What follows belongs to an exercise in optimizing a design on an open flow for small area and a short achievable clock period; a production flow would make more cautious choices. No functional check of the RTL was part of this run. Power is estimated from default activity; no workload was simulated.

==> design/flow/design.v <==
module sparc_exu_alu
(
   alu_byp_rd_data_e, exu_ifu_brpc_e, exu_lsu_ldst_va_e,
   exu_lsu_early_va_e, exu_mmu_early_va_e, alu_ecl_add_n64_e,
   alu_ecl_add_n32_e, alu_ecl_log_n64_e, alu_ecl_log_n32_e,
   alu_ecl_zhigh_e, alu_ecl_zlow_e, exu_ifu_regz_e,
   alu_ecl_adderin2_63_e, alu_ecl_adderin2_31_e,
   alu_ecl_adder_out_63_e, alu_ecl_cout32_e, alu_ecl_cout64_e_l,
   alu_ecl_mem_addr_invalid_e_l,
   cen, rclk, byp_alu_rs1_data_e, byp_alu_rs2_data_e_l,
   byp_alu_rs3_data_e, byp_alu_rcc_data_e, ecl_alu_cin_e,
   ifu_exu_invert_d, ecl_alu_log_sel_and_e, ecl_alu_log_sel_or_e,
   ecl_alu_log_sel_xor_e, ecl_alu_log_sel_move_e,
   ecl_alu_out_sel_sum_e_l, ecl_alu_out_sel_rs3_e_l,
   ecl_alu_out_sel_shift_e_l, ecl_alu_out_sel_logic_e_l,
   shft_alu_shift_out_e, ecl_alu_sethi_inst_e, ifu_lsu_casa_e
   );
   input cen;
   input rclk;
   input [63:0] byp_alu_rs1_data_e;
   input [63:0] byp_alu_rs2_data_e_l;
   input [63:0] byp_alu_rs3_data_e;
   input [63:0] byp_alu_rcc_data_e;
   input        ecl_alu_cin_e;
   input        ifu_exu_invert_d;
   input        ecl_alu_log_sel_and_e;
   input        ecl_alu_log_sel_or_e;
   input        ecl_alu_log_sel_xor_e;
   input        ecl_alu_log_sel_move_e;
   input        ecl_alu_out_sel_sum_e_l;
   input        ecl_alu_out_sel_rs3_e_l;
   input        ecl_alu_out_sel_shift_e_l;
   input        ecl_alu_out_sel_logic_e_l;
   input [63:0] shft_alu_shift_out_e;
   input        ecl_alu_sethi_inst_e;
   input        ifu_lsu_casa_e;
   output [63:0] alu_byp_rd_data_e;
   output [47:0] exu_ifu_brpc_e;
   output [47:0] exu_lsu_ldst_va_e;
   output [10:3] exu_lsu_early_va_e;
   output [7:0]  exu_mmu_early_va_e;
   output        alu_ecl_add_n64_e;
   output        alu_ecl_add_n32_e;
   output        alu_ecl_log_n64_e;
   output        alu_ecl_log_n32_e;
   output        alu_ecl_zhigh_e;
   output        alu_ecl_zlow_e;
   output        exu_ifu_regz_e;
   output        alu_ecl_adderin2_63_e;
   output        alu_ecl_adderin2_31_e;
   output        alu_ecl_adder_out_63_e;
   output        alu_ecl_cout32_e;
   output        alu_ecl_cout64_e_l;
   output        alu_ecl_mem_addr_invalid_e_l;
   wire [63:0] a = byp_alu_rs1_data_e;
   wire [63:0] rs2 = ~byp_alu_rs2_data_e_l;
   reg invert_e;
   always @(posedge rclk) invert_e <= ifu_exu_invert_d;
   wire [63:0] b = rs2 ^ {64{invert_e}};
   wire [63:0] g = a & b;
   wire [63:0] t = a | b;
   wire [63:0] p = t & ~g;
   wire bg0_0 = g[0];
   wire bt0_0 = t[0];
   wire bg0_1 = g[1];
   wire bt0_1 = t[1];
   wire bg0_2 = g[2];
   wire bt0_2 = t[2];
   wire bg0_3 = g[3];
   wire bt0_3 = t[3];
   wire bg0_4 = g[4];
   wire bt0_4 = t[4];
   wire bg0_5 = g[5];
   wire bt0_5 = t[5];
   wire bg0_6 = g[6];
   wire bt0_6 = t[6];
   wire bg0_7 = g[7];
   wire bt0_7 = t[7];
   wire bg0_8 = g[8];
   wire bt0_8 = t[8];
   wire bg0_9 = g[9];
   wire bt0_9 = t[9];
   wire bg0_10 = g[10];
   wire bt0_10 = t[10];
   wire bg0_11 = g[11];
   wire bt0_11 = t[11];
   wire bg0_12 = g[12];
   wire bt0_12 = t[12];
   wire bg0_13 = g[13];
   wire bt0_13 = t[13];
   wire bg0_14 = g[14];
   wire bt0_14 = t[14];
   wire bg0_15 = g[15];
   wire bt0_15 = t[15];
   wire bg0_16 = g[16];
   wire bt0_16 = t[16];
   wire bg0_17 = g[17];
   wire bt0_17 = t[17];
   wire bg0_18 = g[18];
   wire bt0_18 = t[18];
   wire bg0_19 = g[19];
   wire bt0_19 = t[19];
   wire bg0_20 = g[20];
   wire bt0_20 = t[20];
   wire bg0_21 = g[21];
   wire bt0_21 = t[21];
   wire bg0_22 = g[22];
   wire bt0_22 = t[22];
   wire bg0_23 = g[23];
   wire bt0_23 = t[23];
   wire bg0_24 = g[24];
   wire bt0_24 = t[24];
   wire bg0_25 = g[25];
   wire bt0_25 = t[25];
   wire bg0_26 = g[26];
   wire bt0_26 = t[26];
   wire bg0_27 = g[27];
   wire bt0_27 = t[27];
   wire bg0_28 = g[28];
   wire bt0_28 = t[28];
   wire bg0_29 = g[29];
   wire bt0_29 = t[29];
   wire bg0_30 = g[30];
   wire bt0_30 = t[30];
   wire bg0_31 = g[31];
   wire bt0_31 = t[31];
   wire bg0_32 = g[32];
   wire bt0_32 = t[32];
   wire bg0_33 = g[33];
   wire bt0_33 = t[33];
   wire bg0_34 = g[34];
   wire bt0_34 = t[34];
   wire bg0_35 = g[35];
   wire bt0_35 = t[35];
   wire bg0_36 = g[36];
   wire bt0_36 = t[36];
   wire bg0_37 = g[37];
   wire bt0_37 = t[37];
   wire bg0_38 = g[38];
   wire bt0_38 = t[38];
   wire bg0_39 = g[39];
   wire bt0_39 = t[39];
   wire bg0_40 = g[40];
   wire bt0_40 = t[40];
   wire bg0_41 = g[41];
   wire bt0_41 = t[41];
   wire bg0_42 = g[42];
   wire bt0_42 = t[42];
   wire bg0_43 = g[43];
   wire bt0_43 = t[43];
   wire bg0_44 = g[44];
   wire bt0_44 = t[44];
   wire bg0_45 = g[45];
   wire bt0_45 = t[45];
   wire bg0_46 = g[46];
   wire bt0_46 = t[46];
   wire bg0_47 = g[47];
   wire bt0_47 = t[47];
   wire bg0_48 = g[48];
   wire bt0_48 = t[48];
   wire bg0_49 = g[49];
   wire bt0_49 = t[49];
   wire bg0_50 = g[50];
   wire bt0_50 = t[50];
   wire bg0_51 = g[51];
   wire bt0_51 = t[51];
   wire bg0_52 = g[52];
   wire bt0_52 = t[52];
   wire bg0_53 = g[53];
   wire bt0_53 = t[53];
   wire bg0_54 = g[54];
   wire bt0_54 = t[54];
   wire bg0_55 = g[55];
   wire bt0_55 = t[55];
   wire bg0_56 = g[56];
   wire bt0_56 = t[56];
   wire bg0_57 = g[57];
   wire bt0_57 = t[57];
   wire bg0_58 = g[58];
   wire bt0_58 = t[58];
   wire bg0_59 = g[59];
   wire bt0_59 = t[59];
   wire bg0_60 = g[60];
   wire bt0_60 = t[60];
   wire bg0_61 = g[61];
   wire bt0_61 = t[61];
   wire bg0_62 = g[62];
   wire bt0_62 = t[62];
   wire bg0_63 = g[63];
   wire bt0_63 = t[63];
   wire bg1_1 = bg0_1 | (bt0_1 & bg0_0);
   wire bt1_1 = bt0_1 & bt0_0;
   wire bg1_3 = bg0_3 | (bt0_3 & bg0_2);
   wire bt1_3 = bt0_3 & bt0_2;
   wire bg1_5 = bg0_5 | (bt0_5 & bg0_4);
   wire bt1_5 = bt0_5 & bt0_4;
   wire bg1_7 = bg0_7 | (bt0_7 & bg0_6);
   wire bt1_7 = bt0_7 & bt0_6;
   wire bg1_9 = bg0_9 | (bt0_9 & bg0_8);
   wire bt1_9 = bt0_9 & bt0_8;
   wire bg1_11 = bg0_11 | (bt0_11 & bg0_10);
   wire bt1_11 = bt0_11 & bt0_10;
   wire bg1_13 = bg0_13 | (bt0_13 & bg0_12);
   wire bt1_13 = bt0_13 & bt0_12;
   wire bg1_15 = bg0_15 | (bt0_15 & bg0_14);
   wire bt1_15 = bt0_15 & bt0_14;
   wire bg1_17 = bg0_17 | (bt0_17 & bg0_16);
   wire bt1_17 = bt0_17 & bt0_16;
   wire bg1_19 = bg0_19 | (bt0_19 & bg0_18);
   wire bt1_19 = bt0_19 & bt0_18;
   wire bg1_21 = bg0_21 | (bt0_21 & bg0_20);
   wire bt1_21 = bt0_21 & bt0_20;
   wire bg1_23 = bg0_23 | (bt0_23 & bg0_22);
   wire bt1_23 = bt0_23 & bt0_22;
   wire bg1_25 = bg0_25 | (bt0_25 & bg0_24);
   wire bt1_25 = bt0_25 & bt0_24;
   wire bg1_27 = bg0_27 | (bt0_27 & bg0_26);
   wire bt1_27 = bt0_27 & bt0_26;
   wire bg1_29 = bg0_29 | (bt0_29 & bg0_28);
   wire bt1_29 = bt0_29 & bt0_28;
   wire bg1_31 = bg0_31 | (bt0_31 & bg0_30);
   wire bt1_31 = bt0_31 & bt0_30;
   wire bg1_33 = bg0_33 | (bt0_33 & bg0_32);
   wire bt1_33 = bt0_33 & bt0_32;
   wire bg1_35 = bg0_35 | (bt0_35 & bg0_34);
   wire bt1_35 = bt0_35 & bt0_34;
   wire bg1_37 = bg0_37 | (bt0_37 & bg0_36);
   wire bt1_37 = bt0_37 & bt0_36;
   wire bg1_39 = bg0_39 | (bt0_39 & bg0_38);
   wire bt1_39 = bt0_39 & bt0_38;
   wire bg1_41 = bg0_41 | (bt0_41 & bg0_40);
   wire bt1_41 = bt0_41 & bt0_40;
   wire bg1_43 = bg0_43 | (bt0_43 & bg0_42);
   wire bt1_43 = bt0_43 & bt0_42;
   wire bg1_45 = bg0_45 | (bt0_45 & bg0_44);
   wire bt1_45 = bt0_45 & bt0_44;
   wire bg1_47 = bg0_47 | (bt0_47 & bg0_46);
   wire bt1_47 = bt0_47 & bt0_46;
   wire bg1_49 = bg0_49 | (bt0_49 & bg0_48);
   wire bt1_49 = bt0_49 & bt0_48;
   wire bg1_51 = bg0_51 | (bt0_51 & bg0_50);
   wire bt1_51 = bt0_51 & bt0_50;
   wire bg1_53 = bg0_53 | (bt0_53 & bg0_52);
   wire bt1_53 = bt0_53 & bt0_52;
   wire bg1_55 = bg0_55 | (bt0_55 & bg0_54);
   wire bt1_55 = bt0_55 & bt0_54;
   wire bg1_57 = bg0_57 | (bt0_57 & bg0_56);
   wire bt1_57 = bt0_57 & bt0_56;
   wire bg1_59 = bg0_59 | (bt0_59 & bg0_58);
   wire bt1_59 = bt0_59 & bt0_58;
   wire bg1_61 = bg0_61 | (bt0_61 & bg0_60);
   wire bt1_61 = bt0_61 & bt0_60;
   wire bg1_63 = bg0_63 | (bt0_63 & bg0_62);
   wire bt1_63 = bt0_63 & bt0_62;
   wire bg2_2 = bg0_2 | (bt0_2 & bg1_1);
   wire bt2_2 = bt0_2 & bt1_1;
   wire bg2_3 = bg1_3 | (bt1_3 & bg1_1);
   wire bt2_3 = bt1_3 & bt1_1;
   wire bg2_6 = bg0_6 | (bt0_6 & bg1_5);
   wire bt2_6 = bt0_6 & bt1_5;
   wire bg2_7 = bg1_7 | (bt1_7 & bg1_5);
   wire bt2_7 = bt1_7 & bt1_5;
   wire bg2_10 = bg0_10 | (bt0_10 & bg1_9);
   wire bt2_10 = bt0_10 & bt1_9;
   wire bg2_11 = bg1_11 | (bt1_11 & bg1_9);
   wire bt2_11 = bt1_11 & bt1_9;
   wire bg2_14 = bg0_14 | (bt0_14 & bg1_13);
   wire bt2_14 = bt0_14 & bt1_13;
   wire bg2_15 = bg1_15 | (bt1_15 & bg1_13);
   wire bt2_15 = bt1_15 & bt1_13;
   wire bg2_18 = bg0_18 | (bt0_18 & bg1_17);
   wire bt2_18 = bt0_18 & bt1_17;
   wire bg2_19 = bg1_19 | (bt1_19 & bg1_17);
   wire bt2_19 = bt1_19 & bt1_17;
   wire bg2_22 = bg0_22 | (bt0_22 & bg1_21);
   wire bt2_22 = bt0_22 & bt1_21;
   wire bg2_23 = bg1_23 | (bt1_23 & bg1_21);
   wire bt2_23 = bt1_23 & bt1_21;
   wire bg2_26 = bg0_26 | (bt0_26 & bg1_25);
   wire bt2_26 = bt0_26 & bt1_25;
   wire bg2_27 = bg1_27 | (bt1_27 & bg1_25);
   wire bt2_27 = bt1_27 & bt1_25;
   wire bg2_30 = bg0_30 | (bt0_30 & bg1_29);
   wire bt2_30 = bt0_30 & bt1_29;
   wire bg2_31 = bg1_31 | (bt1_31 & bg1_29);
   wire bt2_31 = bt1_31 & bt1_29;
   wire bg2_34 = bg0_34 | (bt0_34 & bg1_33);
   wire bt2_34 = bt0_34 & bt1_33;
   wire bg2_35 = bg1_35 | (bt1_35 & bg1_33);
   wire bt2_35 = bt1_35 & bt1_33;
   wire bg2_38 = bg0_38 | (bt0_38 & bg1_37);
   wire bt2_38 = bt0_38 & bt1_37;
   wire bg2_39 = bg1_39 | (bt1_39 & bg1_37);
   wire bt2_39 = bt1_39 & bt1_37;
   wire bg2_42 = bg0_42 | (bt0_42 & bg1_41);
   wire bt2_42 = bt0_42 & bt1_41;
   wire bg2_43 = bg1_43 | (bt1_43 & bg1_41);
   wire bt2_43 = bt1_43 & bt1_41;
   wire bg2_46 = bg0_46 | (bt0_46 & bg1_45);
   wire bt2_46 = bt0_46 & bt1_45;
   wire bg2_47 = bg1_47 | (bt1_47 & bg1_45);
   wire bt2_47 = bt1_47 & bt1_45;
   wire bg2_50 = bg0_50 | (bt0_50 & bg1_49);
   wire bt2_50 = bt0_50 & bt1_49;
   wire bg2_51 = bg1_51 | (bt1_51 & bg1_49);
   wire bt2_51 = bt1_51 & bt1_49;
   wire bg2_54 = bg0_54 | (bt0_54 & bg1_53);
   wire bt2_54 = bt0_54 & bt1_53;
   wire bg2_55 = bg1_55 | (bt1_55 & bg1_53);
   wire bt2_55 = bt1_55 & bt1_53;
   wire bg2_58 = bg0_58 | (bt0_58 & bg1_57);
   wire bt2_58 = bt0_58 & bt1_57;
   wire bg2_59 = bg1_59 | (bt1_59 & bg1_57);
   wire bt2_59 = bt1_59 & bt1_57;
   wire bg2_62 = bg0_62 | (bt0_62 & bg1_61);
   wire bt2_62 = bt0_62 & bt1_61;
   wire bg2_63 = bg1_63 | (bt1_63 & bg1_61);
   wire bt2_63 = bt1_63 & bt1_61;
   wire bg3_4 = bg0_4 | (bt0_4 & bg2_3);
   wire bt3_4 = bt0_4 & bt2_3;
   wire bg3_5 = bg1_5 | (bt1_5 & bg2_3);
   wire bt3_5 = bt1_5 & bt2_3;
   wire bg3_6 = bg2_6 | (bt2_6 & bg2_3);
   wire bt3_6 = bt2_6 & bt2_3;
   wire bg3_7 = bg2_7 | (bt2_7 & bg2_3);
   wire bt3_7 = bt2_7 & bt2_3;
   wire bg3_12 = bg0_12 | (bt0_12 & bg2_11);
   wire bt3_12 = bt0_12 & bt2_11;
   wire bg3_13 = bg1_13 | (bt1_13 & bg2_11);
   wire bt3_13 = bt1_13 & bt2_11;
   wire bg3_14 = bg2_14 | (bt2_14 & bg2_11);
   wire bt3_14 = bt2_14 & bt2_11;
   wire bg3_15 = bg2_15 | (bt2_15 & bg2_11);
   wire bt3_15 = bt2_15 & bt2_11;
   wire bg3_20 = bg0_20 | (bt0_20 & bg2_19);
   wire bt3_20 = bt0_20 & bt2_19;
   wire bg3_21 = bg1_21 | (bt1_21 & bg2_19);
   wire bt3_21 = bt1_21 & bt2_19;
   wire bg3_22 = bg2_22 | (bt2_22 & bg2_19);
   wire bt3_22 = bt2_22 & bt2_19;
   wire bg3_23 = bg2_23 | (bt2_23 & bg2_19);
   wire bt3_23 = bt2_23 & bt2_19;
   wire bg3_28 = bg0_28 | (bt0_28 & bg2_27);
   wire bt3_28 = bt0_28 & bt2_27;
   wire bg3_29 = bg1_29 | (bt1_29 & bg2_27);
   wire bt3_29 = bt1_29 & bt2_27;
   wire bg3_30 = bg2_30 | (bt2_30 & bg2_27);
   wire bt3_30 = bt2_30 & bt2_27;
   wire bg3_31 = bg2_31 | (bt2_31 & bg2_27);
   wire bt3_31 = bt2_31 & bt2_27;
   wire bg3_36 = bg0_36 | (bt0_36 & bg2_35);
   wire bt3_36 = bt0_36 & bt2_35;
   wire bg3_37 = bg1_37 | (bt1_37 & bg2_35);
   wire bt3_37 = bt1_37 & bt2_35;
   wire bg3_38 = bg2_38 | (bt2_38 & bg2_35);
   wire bt3_38 = bt2_38 & bt2_35;
   wire bg3_39 = bg2_39 | (bt2_39 & bg2_35);
   wire bt3_39 = bt2_39 & bt2_35;
   wire bg3_44 = bg0_44 | (bt0_44 & bg2_43);
   wire bt3_44 = bt0_44 & bt2_43;
   wire bg3_45 = bg1_45 | (bt1_45 & bg2_43);
   wire bt3_45 = bt1_45 & bt2_43;
   wire bg3_46 = bg2_46 | (bt2_46 & bg2_43);
   wire bt3_46 = bt2_46 & bt2_43;
   wire bg3_47 = bg2_47 | (bt2_47 & bg2_43);
   wire bt3_47 = bt2_47 & bt2_43;
   wire bg3_52 = bg0_52 | (bt0_52 & bg2_51);
   wire bt3_52 = bt0_52 & bt2_51;
   wire bg3_53 = bg1_53 | (bt1_53 & bg2_51);
   wire bt3_53 = bt1_53 & bt2_51;
   wire bg3_54 = bg2_54 | (bt2_54 & bg2_51);
   wire bt3_54 = bt2_54 & bt2_51;
   wire bg3_55 = bg2_55 | (bt2_55 & bg2_51);
   wire bt3_55 = bt2_55 & bt2_51;
   wire bg3_60 = bg0_60 | (bt0_60 & bg2_59);
   wire bt3_60 = bt0_60 & bt2_59;
   wire bg3_61 = bg1_61 | (bt1_61 & bg2_59);
   wire bt3_61 = bt1_61 & bt2_59;
   wire bg3_62 = bg2_62 | (bt2_62 & bg2_59);
   wire bt3_62 = bt2_62 & bt2_59;
   wire bg3_63 = bg2_63 | (bt2_63 & bg2_59);
   wire bt3_63 = bt2_63 & bt2_59;
   wire bg4_8 = bg0_8 | (bt0_8 & bg3_7);
   wire bt4_8 = bt0_8 & bt3_7;
   wire bg4_9 = bg1_9 | (bt1_9 & bg3_7);
   wire bt4_9 = bt1_9 & bt3_7;
   wire bg4_10 = bg2_10 | (bt2_10 & bg3_7);
   wire bt4_10 = bt2_10 & bt3_7;
   wire bg4_11 = bg2_11 | (bt2_11 & bg3_7);
   wire bt4_11 = bt2_11 & bt3_7;
   wire bg4_12 = bg3_12 | (bt3_12 & bg3_7);
   wire bt4_12 = bt3_12 & bt3_7;
   wire bg4_13 = bg3_13 | (bt3_13 & bg3_7);
   wire bt4_13 = bt3_13 & bt3_7;
   wire bg4_14 = bg3_14 | (bt3_14 & bg3_7);
   wire bt4_14 = bt3_14 & bt3_7;
   wire bg4_15 = bg3_15 | (bt3_15 & bg3_7);
   wire bt4_15 = bt3_15 & bt3_7;
   wire bg4_24 = bg0_24 | (bt0_24 & bg3_23);
   wire bt4_24 = bt0_24 & bt3_23;
   wire bg4_25 = bg1_25 | (bt1_25 & bg3_23);
   wire bt4_25 = bt1_25 & bt3_23;
   wire bg4_26 = bg2_26 | (bt2_26 & bg3_23);
   wire bt4_26 = bt2_26 & bt3_23;
   wire bg4_27 = bg2_27 | (bt2_27 & bg3_23);
   wire bt4_27 = bt2_27 & bt3_23;
   wire bg4_28 = bg3_28 | (bt3_28 & bg3_23);
   wire bt4_28 = bt3_28 & bt3_23;
   wire bg4_29 = bg3_29 | (bt3_29 & bg3_23);
   wire bt4_29 = bt3_29 & bt3_23;
   wire bg4_30 = bg3_30 | (bt3_30 & bg3_23);
   wire bt4_30 = bt3_30 & bt3_23;
   wire bg4_31 = bg3_31 | (bt3_31 & bg3_23);
   wire bt4_31 = bt3_31 & bt3_23;
   wire bg4_40 = bg0_40 | (bt0_40 & bg3_39);
   wire bt4_40 = bt0_40 & bt3_39;
   wire bg4_41 = bg1_41 | (bt1_41 & bg3_39);
   wire bt4_41 = bt1_41 & bt3_39;
   wire bg4_42 = bg2_42 | (bt2_42 & bg3_39);
   wire bt4_42 = bt2_42 & bt3_39;
   wire bg4_43 = bg2_43 | (bt2_43 & bg3_39);
   wire bt4_43 = bt2_43 & bt3_39;
   wire bg4_44 = bg3_44 | (bt3_44 & bg3_39);
   wire bt4_44 = bt3_44 & bt3_39;
   wire bg4_45 = bg3_45 | (bt3_45 & bg3_39);
   wire bt4_45 = bt3_45 & bt3_39;
   wire bg4_46 = bg3_46 | (bt3_46 & bg3_39);
   wire bt4_46 = bt3_46 & bt3_39;
   wire bg4_47 = bg3_47 | (bt3_47 & bg3_39);
   wire bt4_47 = bt3_47 & bt3_39;
   wire bg4_56 = bg0_56 | (bt0_56 & bg3_55);
   wire bt4_56 = bt0_56 & bt3_55;
   wire bg4_57 = bg1_57 | (bt1_57 & bg3_55);
   wire bt4_57 = bt1_57 & bt3_55;
   wire bg4_58 = bg2_58 | (bt2_58 & bg3_55);
   wire bt4_58 = bt2_58 & bt3_55;
   wire bg4_59 = bg2_59 | (bt2_59 & bg3_55);
   wire bt4_59 = bt2_59 & bt3_55;
   wire bg4_60 = bg3_60 | (bt3_60 & bg3_55);
   wire bt4_60 = bt3_60 & bt3_55;
   wire bg4_61 = bg3_61 | (bt3_61 & bg3_55);
   wire bt4_61 = bt3_61 & bt3_55;
   wire bg4_62 = bg3_62 | (bt3_62 & bg3_55);
   wire bt4_62 = bt3_62 & bt3_55;
   wire bg4_63 = bg3_63 | (bt3_63 & bg3_55);
   wire bt4_63 = bt3_63 & bt3_55;
   wire bg5_16 = bg0_16 | (bt0_16 & bg4_15);
   wire bt5_16 = bt0_16 & bt4_15;
   wire bg5_17 = bg1_17 | (bt1_17 & bg4_15);
   wire bt5_17 = bt1_17 & bt4_15;
   wire bg5_18 = bg2_18 | (bt2_18 & bg4_15);
   wire bt5_18 = bt2_18 & bt4_15;
   wire bg5_19 = bg2_19 | (bt2_19 & bg4_15);
   wire bt5_19 = bt2_19 & bt4_15;
   wire bg5_20 = bg3_20 | (bt3_20 & bg4_15);
   wire bt5_20 = bt3_20 & bt4_15;
   wire bg5_21 = bg3_21 | (bt3_21 & bg4_15);
   wire bt5_21 = bt3_21 & bt4_15;
   wire bg5_22 = bg3_22 | (bt3_22 & bg4_15);
   wire bt5_22 = bt3_22 & bt4_15;
   wire bg5_23 = bg3_23 | (bt3_23 & bg4_15);
   wire bt5_23 = bt3_23 & bt4_15;
   wire bg5_24 = bg4_24 | (bt4_24 & bg4_15);
   wire bt5_24 = bt4_24 & bt4_15;
   wire bg5_25 = bg4_25 | (bt4_25 & bg4_15);
   wire bt5_25 = bt4_25 & bt4_15;
   wire bg5_26 = bg4_26 | (bt4_26 & bg4_15);
   wire bt5_26 = bt4_26 & bt4_15;
   wire bg5_27 = bg4_27 | (bt4_27 & bg4_15);
   wire bt5_27 = bt4_27 & bt4_15;
   wire bg5_28 = bg4_28 | (bt4_28 & bg4_15);
   wire bt5_28 = bt4_28 & bt4_15;
   wire bg5_29 = bg4_29 | (bt4_29 & bg4_15);
   wire bt5_29 = bt4_29 & bt4_15;
   wire bg5_30 = bg4_30 | (bt4_30 & bg4_15);
   wire bt5_30 = bt4_30 & bt4_15;
   wire bg5_31 = bg4_31 | (bt4_31 & bg4_15);
   wire bt5_31 = bt4_31 & bt4_15;
   wire bg5_48 = bg0_48 | (bt0_48 & bg4_47);
   wire bt5_48 = bt0_48 & bt4_47;
   wire bg5_49 = bg1_49 | (bt1_49 & bg4_47);
   wire bt5_49 = bt1_49 & bt4_47;
   wire bg5_50 = bg2_50 | (bt2_50 & bg4_47);
   wire bt5_50 = bt2_50 & bt4_47;
   wire bg5_51 = bg2_51 | (bt2_51 & bg4_47);
   wire bt5_51 = bt2_51 & bt4_47;
   wire bg5_52 = bg3_52 | (bt3_52 & bg4_47);
   wire bt5_52 = bt3_52 & bt4_47;
   wire bg5_53 = bg3_53 | (bt3_53 & bg4_47);
   wire bt5_53 = bt3_53 & bt4_47;
   wire bg5_54 = bg3_54 | (bt3_54 & bg4_47);
   wire bt5_54 = bt3_54 & bt4_47;
   wire bg5_55 = bg3_55 | (bt3_55 & bg4_47);
   wire bt5_55 = bt3_55 & bt4_47;
   wire bg5_56 = bg4_56 | (bt4_56 & bg4_47);
   wire bt5_56 = bt4_56 & bt4_47;
   wire bg5_57 = bg4_57 | (bt4_57 & bg4_47);
   wire bt5_57 = bt4_57 & bt4_47;
   wire bg5_58 = bg4_58 | (bt4_58 & bg4_47);
   wire bt5_58 = bt4_58 & bt4_47;
   wire bg5_59 = bg4_59 | (bt4_59 & bg4_47);
   wire bt5_59 = bt4_59 & bt4_47;
   wire bg5_60 = bg4_60 | (bt4_60 & bg4_47);
   wire bt5_60 = bt4_60 & bt4_47;
   wire bg5_61 = bg4_61 | (bt4_61 & bg4_47);
   wire bt5_61 = bt4_61 & bt4_47;
   wire bg5_62 = bg4_62 | (bt4_62 & bg4_47);
   wire bt5_62 = bt4_62 & bt4_47;
   wire bg5_63 = bg4_63 | (bt4_63 & bg4_47);
   wire bt5_63 = bt4_63 & bt4_47;
   wire bg6_32 = bg0_32 | (bt0_32 & bg5_31);
   wire bt6_32 = bt0_32 & bt5_31;
   wire bg6_33 = bg1_33 | (bt1_33 & bg5_31);
   wire bt6_33 = bt1_33 & bt5_31;
   wire bg6_34 = bg2_34 | (bt2_34 & bg5_31);
   wire bt6_34 = bt2_34 & bt5_31;
   wire bg6_35 = bg2_35 | (bt2_35 & bg5_31);
   wire bt6_35 = bt2_35 & bt5_31;
   wire bg6_36 = bg3_36 | (bt3_36 & bg5_31);
   wire bt6_36 = bt3_36 & bt5_31;
   wire bg6_37 = bg3_37 | (bt3_37 & bg5_31);
   wire bt6_37 = bt3_37 & bt5_31;
   wire bg6_38 = bg3_38 | (bt3_38 & bg5_31);
   wire bt6_38 = bt3_38 & bt5_31;
   wire bg6_39 = bg3_39 | (bt3_39 & bg5_31);
   wire bt6_39 = bt3_39 & bt5_31;
   wire bg6_40 = bg4_40 | (bt4_40 & bg5_31);
   wire bt6_40 = bt4_40 & bt5_31;
   wire bg6_41 = bg4_41 | (bt4_41 & bg5_31);
   wire bt6_41 = bt4_41 & bt5_31;
   wire bg6_42 = bg4_42 | (bt4_42 & bg5_31);
   wire bt6_42 = bt4_42 & bt5_31;
   wire bg6_43 = bg4_43 | (bt4_43 & bg5_31);
   wire bt6_43 = bt4_43 & bt5_31;
   wire bg6_44 = bg4_44 | (bt4_44 & bg5_31);
   wire bt6_44 = bt4_44 & bt5_31;
   wire bg6_45 = bg4_45 | (bt4_45 & bg5_31);
   wire bt6_45 = bt4_45 & bt5_31;
   wire bg6_46 = bg4_46 | (bt4_46 & bg5_31);
   wire bt6_46 = bt4_46 & bt5_31;
   wire bg6_47 = bg4_47 | (bt4_47 & bg5_31);
   wire bt6_47 = bt4_47 & bt5_31;
   wire bg6_48 = bg5_48 | (bt5_48 & bg5_31);
   wire bt6_48 = bt5_48 & bt5_31;
   wire bg6_49 = bg5_49 | (bt5_49 & bg5_31);
   wire bt6_49 = bt5_49 & bt5_31;
   wire bg6_50 = bg5_50 | (bt5_50 & bg5_31);
   wire bt6_50 = bt5_50 & bt5_31;
   wire bg6_51 = bg5_51 | (bt5_51 & bg5_31);
   wire bt6_51 = bt5_51 & bt5_31;
   wire bg6_52 = bg5_52 | (bt5_52 & bg5_31);
   wire bt6_52 = bt5_52 & bt5_31;
   wire bg6_53 = bg5_53 | (bt5_53 & bg5_31);
   wire bt6_53 = bt5_53 & bt5_31;
   wire bg6_54 = bg5_54 | (bt5_54 & bg5_31);
   wire bt6_54 = bt5_54 & bt5_31;
   wire bg6_55 = bg5_55 | (bt5_55 & bg5_31);
   wire bt6_55 = bt5_55 & bt5_31;
   wire bg6_56 = bg5_56 | (bt5_56 & bg5_31);
   wire bt6_56 = bt5_56 & bt5_31;
   wire bg6_57 = bg5_57 | (bt5_57 & bg5_31);
   wire bt6_57 = bt5_57 & bt5_31;
   wire bg6_58 = bg5_58 | (bt5_58 & bg5_31);
   wire bt6_58 = bt5_58 & bt5_31;
   wire bg6_59 = bg5_59 | (bt5_59 & bg5_31);
   wire bt6_59 = bt5_59 & bt5_31;
   wire bg6_60 = bg5_60 | (bt5_60 & bg5_31);
   wire bt6_60 = bt5_60 & bt5_31;
   wire bg6_61 = bg5_61 | (bt5_61 & bg5_31);
   wire bt6_61 = bt5_61 & bt5_31;
   wire bg6_62 = bg5_62 | (bt5_62 & bg5_31);
   wire bt6_62 = bt5_62 & bt5_31;
   wire bg6_63 = bg5_63 | (bt5_63 & bg5_31);
   wire bt6_63 = bt5_63 & bt5_31;
   wire [64:0] c;
   assign c[0] = ecl_alu_cin_e;
   assign c[1] = bg0_0 | (bt0_0 & ecl_alu_cin_e);
   assign c[2] = bg1_1 | (bt1_1 & ecl_alu_cin_e);
   assign c[3] = bg2_2 | (bt2_2 & ecl_alu_cin_e);
   assign c[4] = bg2_3 | (bt2_3 & ecl_alu_cin_e);
   assign c[5] = bg3_4 | (bt3_4 & ecl_alu_cin_e);
   assign c[6] = bg3_5 | (bt3_5 & ecl_alu_cin_e);
   assign c[7] = bg3_6 | (bt3_6 & ecl_alu_cin_e);
   assign c[8] = bg3_7 | (bt3_7 & ecl_alu_cin_e);
   assign c[9] = bg4_8 | (bt4_8 & ecl_alu_cin_e);
   assign c[10] = bg4_9 | (bt4_9 & ecl_alu_cin_e);
   assign c[11] = bg4_10 | (bt4_10 & ecl_alu_cin_e);
   assign c[12] = bg4_11 | (bt4_11 & ecl_alu_cin_e);
   assign c[13] = bg4_12 | (bt4_12 & ecl_alu_cin_e);
   assign c[14] = bg4_13 | (bt4_13 & ecl_alu_cin_e);
   assign c[15] = bg4_14 | (bt4_14 & ecl_alu_cin_e);
   assign c[16] = bg4_15 | (bt4_15 & ecl_alu_cin_e);
   assign c[17] = bg5_16 | (bt5_16 & ecl_alu_cin_e);
   assign c[18] = bg5_17 | (bt5_17 & ecl_alu_cin_e);
   assign c[19] = bg5_18 | (bt5_18 & ecl_alu_cin_e);
   assign c[20] = bg5_19 | (bt5_19 & ecl_alu_cin_e);
   assign c[21] = bg5_20 | (bt5_20 & ecl_alu_cin_e);
   assign c[22] = bg5_21 | (bt5_21 & ecl_alu_cin_e);
   assign c[23] = bg5_22 | (bt5_22 & ecl_alu_cin_e);
   assign c[24] = bg5_23 | (bt5_23 & ecl_alu_cin_e);
   assign c[25] = bg5_24 | (bt5_24 & ecl_alu_cin_e);
   assign c[26] = bg5_25 | (bt5_25 & ecl_alu_cin_e);
   assign c[27] = bg5_26 | (bt5_26 & ecl_alu_cin_e);
   assign c[28] = bg5_27 | (bt5_27 & ecl_alu_cin_e);
   assign c[29] = bg5_28 | (bt5_28 & ecl_alu_cin_e);
   assign c[30] = bg5_29 | (bt5_29 & ecl_alu_cin_e);
   assign c[31] = bg5_30 | (bt5_30 & ecl_alu_cin_e);
   assign c[32] = bg5_31 | (bt5_31 & ecl_alu_cin_e);
   assign c[33] = bg6_32 | (bt6_32 & ecl_alu_cin_e);
   assign c[34] = bg6_33 | (bt6_33 & ecl_alu_cin_e);
   assign c[35] = bg6_34 | (bt6_34 & ecl_alu_cin_e);
   assign c[36] = bg6_35 | (bt6_35 & ecl_alu_cin_e);
   assign c[37] = bg6_36 | (bt6_36 & ecl_alu_cin_e);
   assign c[38] = bg6_37 | (bt6_37 & ecl_alu_cin_e);
   assign c[39] = bg6_38 | (bt6_38 & ecl_alu_cin_e);
   assign c[40] = bg6_39 | (bt6_39 & ecl_alu_cin_e);
   assign c[41] = bg6_40 | (bt6_40 & ecl_alu_cin_e);
   assign c[42] = bg6_41 | (bt6_41 & ecl_alu_cin_e);
   assign c[43] = bg6_42 | (bt6_42 & ecl_alu_cin_e);
   assign c[44] = bg6_43 | (bt6_43 & ecl_alu_cin_e);
   assign c[45] = bg6_44 | (bt6_44 & ecl_alu_cin_e);
   assign c[46] = bg6_45 | (bt6_45 & ecl_alu_cin_e);
   assign c[47] = bg6_46 | (bt6_46 & ecl_alu_cin_e);
   assign c[48] = bg6_47 | (bt6_47 & ecl_alu_cin_e);
   assign c[49] = bg6_48 | (bt6_48 & ecl_alu_cin_e);
   assign c[50] = bg6_49 | (bt6_49 & ecl_alu_cin_e);
   assign c[51] = bg6_50 | (bt6_50 & ecl_alu_cin_e);
   assign c[52] = bg6_51 | (bt6_51 & ecl_alu_cin_e);
   assign c[53] = bg6_52 | (bt6_52 & ecl_alu_cin_e);
   assign c[54] = bg6_53 | (bt6_53 & ecl_alu_cin_e);
   assign c[55] = bg6_54 | (bt6_54 & ecl_alu_cin_e);
   assign c[56] = bg6_55 | (bt6_55 & ecl_alu_cin_e);
   assign c[57] = bg6_56 | (bt6_56 & ecl_alu_cin_e);
   assign c[58] = bg6_57 | (bt6_57 & ecl_alu_cin_e);
   assign c[59] = bg6_58 | (bt6_58 & ecl_alu_cin_e);
   assign c[60] = bg6_59 | (bt6_59 & ecl_alu_cin_e);
   assign c[61] = bg6_60 | (bt6_60 & ecl_alu_cin_e);
   assign c[62] = bg6_61 | (bt6_61 & ecl_alu_cin_e);
   assign c[63] = bg6_62 | (bt6_62 & ecl_alu_cin_e);
   assign c[64] = bg6_63 | (bt6_63 & ecl_alu_cin_e);
   wire [63:0] sum = p ^ c[63:0];
   wire c32 = c[32];
   wire c64 = c[64];
   reg [63:0] sum_q;
   always @(posedge rclk) if (cen) sum_q <= sum;
   wire [63:0] spr = p ^ {t[62:0], ecl_alu_cin_e};
   wire s_and = ecl_alu_log_sel_and_e, s_or = ecl_alu_log_sel_or_e;
   wire s_xor = ecl_alu_log_sel_xor_e, s_mov = ecl_alu_log_sel_move_e;
   wire [63:0] mv = {rs2[63:32] & {32{~ecl_alu_sethi_inst_e}}, rs2[31:0]};
   wire [63:0] lg = (g & {64{s_and | s_or}}) | (p & {64{s_or | s_xor}}) |
                    (mv & {64{s_mov}});
   wire o_sum = ~ecl_alu_out_sel_sum_e_l;
   wire o_rs3 = ~ecl_alu_out_sel_rs3_e_l;
   wire o_sh  = ~ecl_alu_out_sel_shift_e_l;
   wire o_lg  = ~ecl_alu_out_sel_logic_e_l;
   assign alu_byp_rd_data_e = (sum_q & {64{o_sum}}) |
                              (byp_alu_rs3_data_e & {64{o_rs3}}) |
                              (shft_alu_shift_out_e & {64{o_sh}}) |
                              (lg & {64{o_lg}});
   wire [63:0] z = o_sum ? spr : lg;
   assign alu_ecl_zlow_e  = ~(|z[31:0]);
   assign alu_ecl_zhigh_e = ~(|z[63:32]);
   wire [63:0] va = ifu_lsu_casa_e ? a : sum_q;
   assign exu_lsu_ldst_va_e = va[47:0];
   assign alu_ecl_mem_addr_invalid_e_l = (&va[63:47]) | ~(|va[63:47]);
   assign exu_ifu_brpc_e = sum_q[47:0];
   assign exu_lsu_early_va_e = sum_q[10:3];
   assign exu_mmu_early_va_e = sum_q[7:0];
   assign alu_ecl_add_n64_e = sum_q[63];
   assign alu_ecl_adder_out_63_e = sum_q[63];
   assign alu_ecl_add_n32_e = sum_q[31];
   assign alu_ecl_log_n64_e = lg[63];
   assign alu_ecl_log_n32_e = lg[31];
   assign exu_ifu_regz_e = ~(|byp_alu_rcc_data_e);
   assign alu_ecl_adderin2_63_e = b[63];
   assign alu_ecl_adderin2_31_e = b[31];
   assign alu_ecl_cout32_e = c32;
   assign alu_ecl_cout64_e_l = ~c64;
endmodule
==> design/flow/flow/run.sh <==
#!/bin/bash
# The standard layout (standard.sh), with the smallest buffer (buf_1) on
# every port and these extra ORFS settings: 
set -euo pipefail
export BUFFER_PORTS_ARGS="-buffer_cell sky130_fd_sc_hd__buf_1"
bash standard.sh  finish > standard_flow.log 2>&1
==> design/flow/standard.sh <==
#!/bin/bash
# synth_recipe.tcl (not shown) runs the flow's synth.tcl, then flattens the netlist and writes it again
# the make line also repeats each setting of config.mk as NAME=value (left out here)
make -C /OpenROAD-flow-scripts/flow DESIGN_CONFIG=/design/flow/config.mk WORK_HOME=/design/flow/orfs CLKGATE_MAP_FILE= SYNTH_SCRIPT=/design/flow/synth_recipe.tcl "${@:-finish}"
==> design/flow/config.mk <==
export PLATFORM = sky130hd
export DESIGN_NAME = sparc_exu_alu
export DESIGN_NICKNAME = sparc_exu_alu
export VERILOG_FILES = /design/flow/design.v
export SDC_FILE = /design/flow/constraint.sdc
export NUM_CORES = 4
export LEC_CHECK = 0
export CAP_MARGIN = 20
export CORE_MARGIN = 2
export CORE_UTILIZATION = 40
export SLEW_MARGIN = 20
==> design/flow/constraint.sdc <==
create_clock -name core_clock -period 9.0 [get_ports {rclk}]
set_input_delay 1.8000 -clock core_clock [delete_from_list [all_inputs] [get_ports {rclk}]]
set_output_delay 1.8000 -clock core_clock [all_outputs]
set_load 0.01 [all_outputs]
==> run summary <==
==> cell usage in the layout, fill, tap and decap left out, drive strengths merged, types with 5 or more instances in the layout <==
| master | synthesis | final |
|---|---|---|
| nor2b | 8 | 8 |
| nand2 | 55 | 55 |
| or4 | 7 | 7 |
| or2 | 5 | 5 |
| mux2 | 49 | 49 |
| edfxtp | 64 | 64 |
| xnor2 | 86 | 86 |
| nand3 | 19 | 19 |
| xor2 | 102 | 102 |
| o21ai | 109 | 109 |
| inv | 179 | 179 |
| o21bai | 11 | 11 |
| buf | 76 | 533 |
| clkbuf | 49 | 13 |
| a31oi | 9 | 9 |
| nor3 | 18 | 18 |
| a211oi | 5 | 5 |
| o31ai | 6 | 6 |
| nor2 | 66 | 66 |
| a221oi | 32 | 32 |
| nand4 | 29 | 29 |
| ha | 128 | 128 |
| o211ai | 6 | 6 |
| a222oi | 64 | 64 |
| a21oi | 78 | 78 |
| nor4 | 46 | 46 |
==> worst max-delay path, cell delays in order <==
cell and delay (ns):
buf_1 0.10, xnor2_1 0.18, inv_1 0.08, ha_1 0.25, nor4_1 0.51, a21boi_0 0.30
nor3_1 0.11, o31ai_1 0.70, nor2_2 0.24, o221ai_2 0.32, o31ai_2 0.14, o21ba_1 0.20
buf_1 0.13
==> worst paths after layout <==
path / from / end / slack, ns / cells after the start
setup reg to reg: invert_e / sum_q[58] / 3.96 / 10
setup / recovery: byp_alu_rs2_data_e_l[23] / alu_ecl_cout64_e_l / 2.14 / 13
hold reg to reg: invert_e / sum_q[62] / 1.30 / 4
hold / removal: invert_e / sum_q[62] / 1.30 / 4
==> flip-flops by register name (all words and copies together) (netlist names) <==
register  cells
sum_q        64
invert_e      1
==> power groups by stage <==
| stage | logic, mW | clock network, mW | registers (mW) |
|---|---|---|---|
| after floorplan | 0.709 | 0 | 0.466 |
| after global placement | 0.955 | 0 | 0.503 |
| after CTS | 0.968 | 0.341 | 0.497 |
| final | 0.975 | 0.331 | 0.499 |
| after detailed placement | 0.962 | 0 | 0.503 |
| after global routing | 1.06 | 0.347 | 0.504 |
==> kinds of logic (layout without fill, tap and decap cells) <==
kind of cell | after synthesis | in the layout | share of synthesized area (%)
other | 0 | 2 | 0
adders and majority gates | 129 | 129 | 14.90
AOI/OAI and AO/OA | 345 | 345 | 21.62
and+or+nand+nor | 269 | 269 | 12.71
buffers and inverters | 304 | 730 | 12.73
xor gates and xnor gates | 188 | 188 | 15.13
DFF | 65 | 65 | 17.84
muxes | 49 | 49 | 5.070
==> layer usage <==
| layer | track usage, % | vias to the layer above |
|---|---|---|
| met4 | 14.21 | 0 |
| met1 | 34.95 | 5727 |
| met5 | 0 | - |
| li1 | - | 5683 |
| met3 | 3.858 | 92 |
| met2 | 55.99 | 658 |
==> cell type report <==
type / count / share of cell area [%]
Sequential cell: 65 / 15.05
Antenna cell: 2 / 0.03872
Clock buffer: 11 / 1.801
Multi-Input combinational cell: 980 / 58.47
Timing Repair Buffer: 535 / 15.94
Tap cell: 341 / 3.301
Inverter: 179 / 5.198
Clock inverter: 5 / 0.1936
==> flow_metrics.env <==
export IMPL_areaGrowthSynthToFinish_pct=18.75
export IMPL_yosys_area_top_type="edfxtp_1"
export IMPL_core_region_area_sq_mm=0.02680
export IMPL_finalInstanceArea_sq_mm=0.01292
export IMPL_worst_hold_slack_ns=1.295
export IMPL_wirelength_um=45680
export IMPL_met1_length_um=17180
export IMPL_ant_nets=0
export IMPL_cp_arrival_ns=5.06
export IMPL_setup_slack_ns=2.139
export IMPL_synth_common_cells="inv_1 (176), ha_1 (128), o21ai_0 (109), xor2_1 (102), xnor2_1 (86)"
export IMPL_numPortBuffers=522
export IMPL_preCtsSetupSlack_ns=2.181
export IMPL_worstHoldPathType="reg -> reg"
export IMPL_p_total_mw=1.805
export IMPL_endpoint_kind="output port"
export IMPL_place_hpwl_um=36270
export IMPL_grt_max_degree=65
export IMPL_critPathMaxFanout=9
export IMPL_grt_usage_pct=30.44
export IMPL_synth_flop_cell="edfxtp_1"
export IMPL_syn_area_per_cell_sq_um=8.068
export IMPL_multiInputGateArea_sq_mm=0.007557
export IMPL_cts_max_path_buffers=2
export IMPL_clkPwrFrac_pct=18.3
export IMPL_path_class="in -> out"
export IMPL_cts_num_sinks=65
export IMPL_status="no timing/DRC/antenna violations"
export IMPL_post_cts_buffers=0
export IMPL_ctsResizeCount=0
export IMPL_seqCellArea_sq_mm=0.001946
export IMPL_switching_share_pct=44.72
export IMPL_routed_via_density=5.741
export IMPL_start_util_pct=40.61
export IMPL_met2_length_um=23150
export IMPL_cts_root_buffer_cell="clkbuf_16"
export IMPL_die_area_sq_mm=0.02855
export IMPL_wl_met3_um=3268
export IMPL_placed_cells=2100
export IMPL_yosysSeqAreaShare_pct=17.84
export IMPL_wl_per_cell_um=21.57
export IMPL_ios=523
export IMPL_final_util_pct=48.23
export IMPL_num_vias=12160
export IMPL_clock_skew_ns=0.01028
export IMPL_synth_cell_type_count=63
export IMPL_highest_layer="met4"
export IMPL_ir_drop_mv=0.06349
export IMPL_power_leakage_nw=5.125
export IMPL_final_cells=2118
export IMPL_fillCellCount=2806
export IMPL_grt_pass1_wl_um=66660
export IMPL_die_x_um=169.0
export IMPL_crit_required_ns=7.20
export IMPL_htree_levels=3
export IMPL_ys_ff_latch=65
export IMPL_syn_nets=1812
export IMPL_synthTopCellsByArea="edfxtp_1 (18%), ha_1 (15%), xor2_1 (8.2%)"
export IMPL_min_period_ns=6.861
export IMPL_grt_pass1_vias=11670
export IMPL_synth_edf_count=64
export IMPL_ys_warn_count=1
export IMPL_critPathLaunchType="primary input"
export IMPL_period_share_pct=76.24
export IMPL_synth_top_cell_area_share_pct=17.66
export IMPL_cap_violations=0
export IMPL_drive_gt1_share_pct=5.521
export IMPL_nets=2233
export IMPL_syn_area_sq_mm=0.01088
export IMPL_hold_buffers=0
export IMPL_placed_area_sq_mm=0.01266
export IMPL_drt_pass1_iterations=10
export IMPL_drt_iter0_markers=1216
export IMPL_async_flop_share_pct=0
export IMPL_clk_pin_slew_ns=0.06
export IMPL_p_switching_uw=807.0
export IMPL_seq_power_share_pct=27.7
export IMPL_tns_ns=0
export IMPL_syn_inst=1349
export IMPL_grt_antenna_before_repair=3
export IMPL_drc_errors=0
export IMPL_yosysMostFrequentCell="inv_1"
export IMPL_cts_made_buffers=9
export IMPL_finalSetupViolCount=0
export IMPL_fmax_mhz=145.7
export IMPL_rsz0062_at_grt="no"
export IMPL_max_slew_margin_rel_pct=31.96
export IMPL_slew_viol_final=0
export IMPL_power_density_mw_per_mm2=139.6
export IMPL_cts_tree="done"
export IMPL_worst_pin_slew_ns=1.011
export IMPL_chipHeight_um=169.0
export IMPL_pwr_share_comb_pct=54.0
export IMPL_internal_power_uw=997.6
export IMPL_grt_overflow_total=0
export IMPL_hold_violations=0
export IMPL_clock_latency_ns=0.34
export IMPL_rows=60
export IMPL_gp_congestion=0.9599

port drivers added, routing unchanged:
How much do the figures lean on ideal ports? The routed layout below was timed once more, with nothing changed but the port constraints.
Step 1: set_driving_cell puts a clkbuf_16 on rclk and a buf_2 on each other input, an assumption about the parent block.
Step 2 adds t to the input delays and takes it off the output delays; t is the mean of the earliest and latest rising clock arrival at the registers after step 1. Input paths then give back, and output paths get back, about the clock's delay inside the block.
a / b / c = ideal / step 1 / step 2; a / b = the first two.
t (ns): 0.392
setup slack, ns: 2.139 / 2.107 / 2.107
worst setup path at the end: input to output
After both steps setup and hold are still met in this run. For this run, drivers alone change the setup slack by -0.032 ns; drivers and shift together by -0.032 ns.
